Background: an optimization exercise with open tools, aiming at small area, a short achievable clock period and few clock cycles. Do not read the settings as production practice.
Power and IR drop assume default switching activity.

== build 97 ==
// DATAPATH
module DATAPATH(Product, done, clk, multiplicand, multiplier, start, rst);
output [31:0] Product;
output reg done;
input [16:0] multiplicand;
input [16:0] multiplier;
input clk, start, rst;
wire one1 = multiplier[0] ^ 1'b0;
wire two2 = (multiplier[1] & ~multiplier[0] & ~1'b0) | (~multiplier[1] & multiplier[0] & 1'b0);
wire pp3 = ((one1 & multiplicand[0])) ^ multiplier[1];
wire pp4 = ((one1 & multiplicand[1]) | (two2 & multiplicand[0])) ^ multiplier[1];
wire pp5 = ((one1 & multiplicand[2]) | (two2 & multiplicand[1])) ^ multiplier[1];
wire pp6 = ((one1 & multiplicand[3]) | (two2 & multiplicand[2])) ^ multiplier[1];
wire pp7 = ((one1 & multiplicand[4]) | (two2 & multiplicand[3])) ^ multiplier[1];
wire pp8 = ((one1 & multiplicand[5]) | (two2 & multiplicand[4])) ^ multiplier[1];
wire pp9 = ((one1 & multiplicand[6]) | (two2 & multiplicand[5])) ^ multiplier[1];
wire pp10 = ((one1 & multiplicand[7]) | (two2 & multiplicand[6])) ^ multiplier[1];
wire pp11 = ((one1 & multiplicand[8]) | (two2 & multiplicand[7])) ^ multiplier[1];
wire pp12 = ((one1 & multiplicand[9]) | (two2 & multiplicand[8])) ^ multiplier[1];
wire pp13 = ((one1 & multiplicand[10]) | (two2 & multiplicand[9])) ^ multiplier[1];
wire pp14 = ((one1 & multiplicand[11]) | (two2 & multiplicand[10])) ^ multiplier[1];
wire pp15 = ((one1 & multiplicand[12]) | (two2 & multiplicand[11])) ^ multiplier[1];
wire pp16 = ((one1 & multiplicand[13]) | (two2 & multiplicand[12])) ^ multiplier[1];
wire pp17 = ((one1 & multiplicand[14]) | (two2 & multiplicand[13])) ^ multiplier[1];
wire pp18 = ((one1 & multiplicand[15]) | (two2 & multiplicand[14])) ^ multiplier[1];
wire pp19 = ((two2 & multiplicand[15])) ^ multiplier[1];
  ...
For scale: ~810 cells after synthesis, roughly 70 I/O pins.
clock: 4.0 ns
lec_check: 0
abc_area: 1
cap_margin: 20
core_margin: 2
core_utilization: 40
cts_buf_list: sky130_fd_sc_hd__clkbuf_4 sky130_fd_sc_hd__clkbuf_8
cts_cluster_size: 30
place_density: 0.75
slew_margin: 20
synth_hierarchical: 1
synth_minimum_keep_size: 0
standard.sh (not shown) runs the stock make flow with config.mk's settings and CLKGATE_MAP_FILE= SYNTH_SCRIPT=/design/flow/synth_recipe.tcl, a recipe that flattens the netlist after the stock synthesis.
==> flow/flow/run.sh <==
#!/bin/bash
# Standard layout, with plain buffers (instead of delay buffers) on the ports.
set -euo pipefail
export BUFFER_PORTS_ARGS="-buffer_cell sky130_fd_sc_hd__buf_2"
bash standard.sh > standard.log 2>&1
No stage failed in build 97, and the final checks on the layout all came back clean.
The following lists how build 91 was set up differently from build 97:
Settings: CORE_UTILIZATION now 60, was 40; PLACE_DENSITY no longer set, was 0.75.
-- flow/flow/run.sh --
<<< build 97, line 5
>>> build 91, line 5
export RECOVER_POWER=100
### Flow results
Build 97 ran to completion and came out clean on the timing, DRC and antenna checks.
In build 91 the implementation ran to completion but is not tape-out ready, as the final checks report capacitance limit, slew limit.
Re initial core utilization: build 97 was lower than build 91.
The run with more routed wire is build 91, not build 97.
Higher worst setup timing slack at the placement stage goes to build 97 over build 91.
Combinational cell fraction of total power came out lower on build 91 than on build 97.
Total power of build 91 is lower than that of build 97.
Summary of build 91 over build 97: total via count after detailed routing comparable, global-route met2 utilization now larger, sequential cell area comparable.
Comparing build 97 against build 91, there is no change at all in average instance area after synthesis.
Relative to build 91, the following input files were edited for build 43:
Settings: removing CTS_BUF_LIST (formerly sky130_fd_sc_hd__clkbuf_4 sky130_fd_sc_hd__clkbuf_8); removing CTS_CLUSTER_SIZE (formerly 30).
-- flow/flow/run.sh --
<<< build 91, line 5
export RECOVER_POWER=100
>>> build 43, line 5
## What came out
Out of build 43 and build 91, the only run to close with the timing, DRC and antenna checks passing was build 43.
STATUS run=build 91 STAGES=ALL_DONE FINAL_CHECKS=FAILED CAUSE=capacitance limit, slew limit
Relative to build 91, worst hold slack has gone up in build 43.
Global-route total usage across every layer delta (build 43 -> build 91): insignificant
~same number of vias after detailed routing in build 43 and build 91
From build 91 to build 43 the numbers moved as follows: number of multi-input combinational cells in the layout held, data-path buffer share of cell area in the final layout rose by 0.50 points, share of post-route cells with drive strength above 1 rose 4.4 points, routed metal-1 wirelength climbed 88 µm.
Lower layout overhead on the synthesized area goes to build 91 over build 43.
For build 46, these inputs were changed with respect to build 43:
Settings: putting CTS_CLUSTER_SIZE at 30 where nothing was set; putting CTS_BUF_LIST at sky130_fd_sc_hd__clkbuf_4 sky130_fd_sc_hd__clkbuf_8 where nothing was set.
-- flow/flow/run.sh --
<<< build 43, line 5
>>> build 46, line 5
export MATCH_CELL_FOOTPRINT=0
Findings:
- Build 46 completed end to end with timing, DRC and antenna clean.
- Compared with build 43, in build 46 minimum period implied by the final worst setup slack grew by 0.047 ns, finished layout cell area saw a decrease, clock share of power fell 3.0 points.
Edits applied to the flow inputs when going from build 46 to build 12:
Settings: swapping 60 for 50 in CORE_UTILIZATION.
-- flow/flow/run.sh --
<<< build 46, line 5
export MATCH_CELL_FOOTPRINT=0
>>> build 12, line 5
### Flow results
Changes observed in build 12 relative to build 46: final-layout fill cell count picked up an extra 316; power consumed by sequential cells neither gained nor lost much; count of cell instances traversed by the critical path picked up an extra 2.
The hold slack of build 12 exceeds that of build 46 by 0.0047 ns.
Growth of design area from synthesis to finish ends up lower on build 46.
Looking at clock period minus final worst setup slack, build 12 sits 0.0082 ns below build 46.
Build 12 vs build 46, endpoint of the worst setup timing path: acc_c[14]$_DFFE_PP_ vs acc_c[21]$_DFFE_PP_
The final reports for build 12 and build 46 show met3 layer usage reported by global route lower in the former.
Input changes introduced in build 84 (baseline for comparison: build 12):
Settings: CORE_UTILIZATION: 50 -> 60.
Notes after the runs:
Compared to build 12, the router laid down less metal wire for build 84.
Core utilization: build 84 higher than build 12
Build 84 against build 12; total length of routed met3 wires is up by a few percent.
The global-route usage of build 84 exceeds that of build 12 by 5.3 points.
Final instance area across build 12 and build 84: no real change.
Detailed route wirelength on metal2: higher on build 12
Between build 12 and build 84, the difference in fraction of layout instances using a drive strength above 1 is negligible.
Function was not checked in any run of this note: the RTL went through the layout flow alone.

## afterwards: timing with drivers on the ports
Ports are ideal in the flow. The routed layouts listed here were re-timed in OpenROAD.
Step 1 (the two cells are an assumption about what drives the block):
set clk [get_ports {clk}]
set_driving_cell -lib_cell sky130_fd_sc_hd__clkbuf_16 $clk
set_driving_cell -lib_cell sky130_fd_sc_hd__buf_2 [delete_from_list [all_inputs] $clk]
Step 2, shift: input delay + t, output delay - t, t = (earliest + latest rising clock arrival at the registers) / 2. This alone moves slack from input paths to output paths.
Three values: ideal, step 1, step 2; two values: the first two.
run	shift t [ns]	setup slack, ns	pins driven straight from the clock port
build 97	0.394	0.159 / 0.172 / -0.222	1
build 91	0.414	0.162 / 0.136 / -0.278	1
build 43	0.381	0.202 / 0.202 / -0.179	1
build 46	0.415	0.155 / 0.130 / -0.286	1
build 12	0.405	0.163 / 0.176 / -0.229	1
build 84	0.415	0.155 / 0.130 / -0.286	1
